Context: an optimization exercise on an open-source flow, tuned for small area and a short achievable clock period. The choices shown serve that exercise and are no tape-out recipe.
Function was checked by simulation only, so behaviour that the tests miss may differ from the original.
No activity file was given, so power comes from the tool's default toggle rates.

== run 1 ==
==> flow/design.v (excerpt) <==
module CONV(
 input wire reset,  
 input wire clk,  
 input wire signed [7: 0] CONV_iData0,  
 input wire signed [7: 0] CONV_iData1,  
 output reg signed [15: 0] CONV_oData  
);
For scale: ~400 flip-flops, about 34 I/O pins, roughly 12000 sq um of cells after synthesis.
clock: 10.0 ns
lec_check: 0
cap_margin: 20
core_margin: 2
core_utilization: 85
cts_buf_list: sky130_fd_sc_hd__clkbuf_8
cts_cluster_diameter: 40
cts_cluster_size: 16
slew_margin: 20
standard.sh (not shown) runs the stock make flow with config.mk's settings and CLKGATE_MAP_FILE= SYNTH_SCRIPT=/design/flow/synth_recipe.tcl, a recipe that flattens the netlist after the stock synthesis.
==> flow/flow/run.sh <==
#!/bin/bash
# Standard layout, with stronger port buffers and timing repair aimed at a
# shorter period than the constraint (the constraint itself is unchanged).
set -uo pipefail
export BUFFER_PORTS_ARGS="-buffer_cell sky130_fd_sc_hd__buf_2"
export SETUP_SLACK_MARGIN=7.0
bash standard.sh > standard_flow.log 2>&1
Run 1 did not finish; a tool error ended it in global routing (5_1_grt).
Here is what was changed in the inputs of run 2 compared with run 1.
--- a/flow/config.mk
+++ b/flow/config.mk
@@ -10 +10 @@
-export CORE_UTILIZATION = 85
+export CORE_UTILIZATION = 70
Findings:
Of run 2 and run 1, only run 1 fails to reach the end of the flow.
Sort run 2 and run 1 by initial standard-cell utilization of the core, descending, and run 1 comes first.
Diff run 1..run 2 | number of standard cells after synthesis | unchanged
Side by side, worst setup timing slack at the placement stage turned out higher in run 2 than in run 1.
Relative to run 1, the die height measured on run 2 has increased by a little under 10%.
Lower total half-perimeter wirelength after legalization and detailed placement goes to run 2 over run 1.
Going from run 1 to run 2, the number of clock buffers inserted by TritonCTS was found to have gone up by 3.
Comparing run 2 and run 1, the lower number of setup buffers added after CTS was measured on run 2.
> inputs changed (run 2 -> run 3)
--- a/flow/config.mk
+++ b/flow/config.mk
@@ -11,3 +11,3 @@
-export CTS_BUF_LIST = sky130_fd_sc_hd__clkbuf_8
-export CTS_CLUSTER_DIAMETER = 40
-export CTS_CLUSTER_SIZE = 16
+export CTS_BUF_LIST = sky130_fd_sc_hd__clkbuf_16
+export CTS_CLUSTER_DIAMETER = 45
+export CTS_CLUSTER_SIZE = 30
- Compared to run 2, run 3 has proportion of power drawn by combinational gates 2.0 points lower.
- Detailed-route wire length deteriorates in run 3 relative to run 2.
- Between run 3 and run 2, the worst setup slack figures differ only marginally.
## Diff of input files: run 4 against run 3
==> flow/flow/run.sh <==
#!/bin/bash
# Standard layout, with stronger port buffers, a stronger clock root buffer and
# timing repair aimed at a shorter period than the constraint (the constraint
# itself is unchanged).
set -uo pipefail
export BUFFER_PORTS_ARGS="-buffer_cell sky130_fd_sc_hd__buf_2"
export SETUP_SLACK_MARGIN=7.0
export CTS_ARGS="-sink_clustering_enable -repair_clock_nets -sink_clustering_size 16 -sink_clustering_max_diameter 40 -buf_list sky130_fd_sc_hd__clkbuf_8 -root_buf sky130_fd_sc_hd__clkbuf_16"
bash standard.sh > standard_flow.log 2>&1
--- a/flow/config.mk
+++ b/flow/config.mk
@@ -11,3 +11,3 @@
-export CTS_BUF_LIST = sky130_fd_sc_hd__clkbuf_16
-export CTS_CLUSTER_DIAMETER = 45
-export CTS_CLUSTER_SIZE = 30
+export CTS_BUF_LIST = sky130_fd_sc_hd__clkbuf_8
+export CTS_CLUSTER_DIAMETER = 40
+export CTS_CLUSTER_SIZE = 16
Results
Run 3 finished end to end and its layout was clean on timing, DRC and antenna. Run 4 | stages: all done | timing, DRC, antenna: all pass. Run 4 ended up with rf[0][15] as its last element of the critical path; run 3 ended up with CONV_oData[6]. met2 capacity usage during global routing for run 4 is lower than for run 3. Combinational share of power in run 4 is 1.9 points above run 3. Between run 4 and run 3, worst hold slack across all endpoints is lower for run 4, run 3 comes in above that. Run 4 vs run 3 — number of gates given a new drive strength after cts dropped 1. Between run 4 and run 3, the arrival time at the worst endpoint is lower for run 3. What run 3 reported for clock-buffer cell count has to be multiplied by 1.17 to get the figure for run 4. From run 3 to run 4, inverter count did not move at all. The number of nets in the layout reported for run 4 is greater than that of run 3 by about 0.3%. Per the comparison of run 4 with run 3, number of buffers added by the clock tree synthesis step higher; largest fanout of any net on the critical path grew by 15; final design instance area without fill dropped 440 sq um.

---

Another version of the RTL of CONV (not shown whole).
For scale: roughly 810 cells after synthesis, about 34 I/O pins, roughly 11000 sq um of cells after synthesis.
==> flow/config.mk <==
export PLATFORM = sky130hd
export DESIGN_NAME = CONV
export DESIGN_NICKNAME = CONV
export VERILOG_FILES = /design/flow/design.v
export SDC_FILE = /design/flow/constraint.sdc
export NUM_CORES = 4
export LEC_CHECK = 0
export CAP_MARGIN = 20
export CORE_MARGIN = 2
export CORE_UTILIZATION = 70
export CTS_BUF_LIST = sky130_fd_sc_hd__clkbuf_8
export CTS_CLUSTER_DIAMETER = 40
export CTS_CLUSTER_SIZE = 16
export SLEW_MARGIN = 20
==> flow/constraint.sdc <==
create_clock -name core_clock -period 10.0 [get_ports {clk}]
set_input_delay 2.0000 -clock core_clock [delete_from_list [all_inputs] [get_ports {clk}]]
set_output_delay 2.0000 -clock core_clock [all_outputs]
set_load 0.01 [all_outputs]
==> flow/flow/run.sh <==
#!/bin/bash
# Standard layout, with stronger port buffers, a stronger clock root buffer and
# timing repair aimed at a shorter period than the constraint (the constraint
# itself is unchanged).
set -uo pipefail
export BUFFER_PORTS_ARGS="-buffer_cell sky130_fd_sc_hd__buf_2"
export SETUP_SLACK_MARGIN=7.0
export CTS_ARGS="-sink_clustering_enable -repair_clock_nets -sink_clustering_size 16 -sink_clustering_max_diameter 40 -buf_list sky130_fd_sc_hd__clkbuf_8 -dont_use_dummy_load"
bash standard.sh > standard_flow.log 2>&1
Next try:
==> flow/flow/run.sh (replaced) <==
#!/bin/bash
# Standard layout, with stronger port buffers, a stronger clock root buffer and
# timing repair aimed at a shorter period than the constraint (the constraint
# itself is unchanged).
set -uo pipefail
export BUFFER_PORTS_ARGS="-buffer_cell sky130_fd_sc_hd__buf_2"
export SETUP_SLACK_MARGIN=7.0
export CTS_ARGS="-sink_clustering_enable -repair_clock_nets -sink_clustering_size 16 -sink_clustering_max_diameter 40 -buf_list sky130_fd_sc_hd__clkbuf_8 -dont_use_dummy_load -root_buf sky130_fd_sc_hd__clkbuf_16"
bash standard.sh > standard_flow.log 2>&1
Global-route usage goes up by 0.36 points.
Clock power rose by a few percent.
Sequential cell count does not change.
Count of clock-buffer cells in the layout is unchanged.
Area after synthesis is unchanged.
Non-clock buffer count grows by 1.

---

Another version of the RTL of CONV (not shown whole).
Size: roughly 810 cells after synthesis, roughly 380 flip-flops, roughly 34 I/O pins.
clock: 10.0 ns
lec_check: 0
cap_margin: 20
core_margin: 2
core_utilization: 70
cts_buf_list: sky130_fd_sc_hd__clkbuf_8
cts_cluster_diameter: 40
cts_cluster_size: 16
slew_margin: 20
==> flow/flow/run.sh <==
#!/bin/bash
# Standard layout, with stronger port buffers, a stronger clock root buffer and
# timing repair aimed at a shorter period than the constraint (the constraint
# itself is unchanged).
set -uo pipefail
export BUFFER_PORTS_ARGS="-buffer_cell sky130_fd_sc_hd__buf_4"
export SETUP_SLACK_MARGIN=7.0
export CTS_ARGS="-sink_clustering_enable -repair_clock_nets -sink_clustering_size 16 -sink_clustering_max_diameter 40 -buf_list sky130_fd_sc_hd__clkbuf_8 -dont_use_dummy_load -root_buf sky130_fd_sc_hd__clkbuf_16"
bash standard.sh > standard_flow.log 2>&1
The first run passed the timing, design-rule and antenna checks.
Rerun with:
==> flow/flow/run.sh (replaced) <==
#!/bin/bash
# Standard layout, with stronger port buffers, a stronger clock root buffer and
# timing repair aimed at a shorter period than the constraint (the constraint
# itself is unchanged).
set -uo pipefail
export BUFFER_PORTS_ARGS="-buffer_cell sky130_fd_sc_hd__buf_2"
export SETUP_SLACK_MARGIN=7.0
export CTS_ARGS="-sink_clustering_enable -repair_clock_nets -sink_clustering_size 12 -sink_clustering_max_diameter 35 -buf_list sky130_fd_sc_hd__clkbuf_4 -dont_use_dummy_load -root_buf sky130_fd_sc_hd__clkbuf_16"
bash standard.sh > standard_flow.log 2>&1
Effect:
- critical path depth goes down by 6
- final area goes down by 1.7%
- clock power goes down by 13%
- worst setup slack degrades by 0.023 ns
- global-route usage goes down by 0.49 points
- power goes down by 3.9%
- sequential power stays flat
- sequential share of layout area goes up by 1.1 points
- routed wire length goes down by 2.2%
- utilization goes down by 1.3 points
Rerun with:
==> flow/flow/run.sh (replaced) <==
#!/bin/bash
# Standard layout, with stronger port buffers, a stronger clock root buffer and
# timing repair aimed at a shorter period than the constraint (the constraint
# itself is unchanged).
set -uo pipefail
export BUFFER_PORTS_ARGS="-buffer_cell sky130_fd_sc_hd__buf_2"
export SETUP_SLACK_MARGIN=7.0
export CTS_ARGS="-sink_clustering_enable -repair_clock_nets -sink_clustering_size 16 -sink_clustering_max_diameter 40 -buf_list sky130_fd_sc_hd__clkbuf_8 -dont_use_dummy_load -root_buf sky130_fd_sc_hd__clkbuf_16"
bash standard.sh > standard_flow.log 2>&1
Settings changed: CORE_UTILIZATION 70 to 75.
Worst setup slack barely changes.
Global-route usage rose by 1.9 points.
Synthesized cell count stays the same.
Maximum frequency stays flat.
Rerun with:
Settings changed: CORE_UTILIZATION 75 to 70.
Final area is higher slightly.
Sequential power barely changes.
Sequential share of layout area is lower by 0.26 points.
Wire length is lower slightly.
Global-route usage is lower by 1.4 points.
Worst hold slack gains 0.010 ns.

---

Another version of the RTL of CONV (not shown whole).
Size: about 380 flip-flops, roughly 34 I/O pins.
clock: 10.0 ns
lec_check: 0
cap_margin: 20
core_margin: 2
core_utilization: 70
cts_buf_list: sky130_fd_sc_hd__clkbuf_8
cts_cluster_diameter: 40
cts_cluster_size: 16
slew_margin: 20
==> flow/flow/run.sh <==
#!/bin/bash
# Standard layout, with stronger port buffers, a stronger clock root buffer and
# timing repair aimed at a shorter period than the constraint (the constraint
# itself is unchanged).
set -uo pipefail
export BUFFER_PORTS_ARGS="-buffer_cell sky130_fd_sc_hd__buf_2"
export SETUP_SLACK_MARGIN=7.1
export CTS_ARGS="-sink_clustering_enable -repair_clock_nets -sink_clustering_size 12 -sink_clustering_max_diameter 35 -buf_list sky130_fd_sc_hd__clkbuf_16 -dont_use_dummy_load"
bash standard.sh > standard_flow.log 2>&1
Next try:
--- a/flow/flow/run.sh
+++ b/flow/flow/run.sh
@@ -7,2 +7,2 @@
-export SETUP_SLACK_MARGIN=7.1
-export CTS_ARGS="-sink_clustering_enable -repair_clock_nets -sink_clustering_size 12 -sink_clustering_max_diameter 35 -buf_list sky130_fd_sc_hd__clkbuf_16 -dont_use_dummy_load"
+export SETUP_SLACK_MARGIN=7.0
+export CTS_ARGS="-sink_clustering_enable -repair_clock_nets -sink_clustering_size 16 -sink_clustering_max_diameter 40 -buf_list sky130_fd_sc_hd__clkbuf_8 -dont_use_dummy_load"
=> The new run produced a clean layout; power decreases by 15%; global-route usage came out lower by 2.3 points; synthesized area stays the same; design area came out lower by 5.8%; clock power came out lower by 41%.

port drivers added, routing unchanged:
The results above use ideal ports. As a check the final layouts listed here were re-extracted and re-timed, cells and wires unchanged.
Step 1 (the two cells are an assumption about what drives the block):
set clk [get_ports {clk}]
set_driving_cell -lib_cell sky130_fd_sc_hd__clkbuf_16 $clk
set_driving_cell -lib_cell sky130_fd_sc_hd__buf_2 [delete_from_list [all_inputs] $clk]
Step 2 also shifts input and output timing later by t, the mid clock arrival at the registers, as if the neighbouring blocks saw the same clock.
a / b / c = no drivers / after step 1 / after step 2; a / b = the first two.
| run | t (ns) | setup WS [ns] | latest minus earliest clock arrival (ns) | slew at the worst register clock pin (ns) | worst data-port slew with drivers (ns) |
|---|---|---|---|---|---|
| run 2 | 0.572 | 7.008 / 6.969 / 6.899 | 0.024 / 0.023 | 0.09 / 0.09 | 0.03 |
| run 3 | 0.550 | 7.010 / 6.967 / 6.843 | 0.031 / 0.030 | 0.10 / 0.10 | 0.03 |
| run 4 | 0.529 | 7.049 / 7.016 / 6.897 | 0.023 / 0.022 | 0.09 / 0.09 | 0.03 |
| the first run of note 2 | 0.582 | 6.969 / 6.931 / 6.841 | 0.075 / 0.076 | 0.09 / 0.09 | 0.03 |
| the second run of note 2 | 0.524 | 7.037 / 6.994 / 6.863 | 0.067 / 0.067 | 0.09 / 0.09 | 0.03 |
| the first run of note 3 | 0.501 | 7.062 / 7.021 / 6.841 | 0.060 / 0.060 | 0.09 / 0.09 | 0.03 |
| the second run of note 3 | 0.505 | 7.039 / 6.998 / 6.859 | 0.078 / 0.078 | 0.12 / 0.12 | 0.03 |
| the third run of note 3 | 0.508 | 7.042 / 6.997 / 6.871 | 0.060 / 0.060 | 0.10 / 0.10 | 0.03 |
| the fourth run of note 3 | 0.504 | 7.060 / 7.014 / 6.852 | 0.064 / 0.065 | 0.09 / 0.09 | 0.03 |
| the first run of note 4 | 0.538 | 7.001 / 6.958 / 6.666 | 0.078 / 0.078 | 0.06 / 0.06 | 0.03 |
| the second run of note 4 | 0.533 | 7.005 / 6.969 / 6.727 | 0.088 / 0.087 | 0.09 / 0.09 | 0.03 |
After both steps setup and hold are still met in every run listed. For the first run of note 4, which loses most, drivers alone change the setup slack by -0.043 ns; drivers and shift together by -0.335 ns.
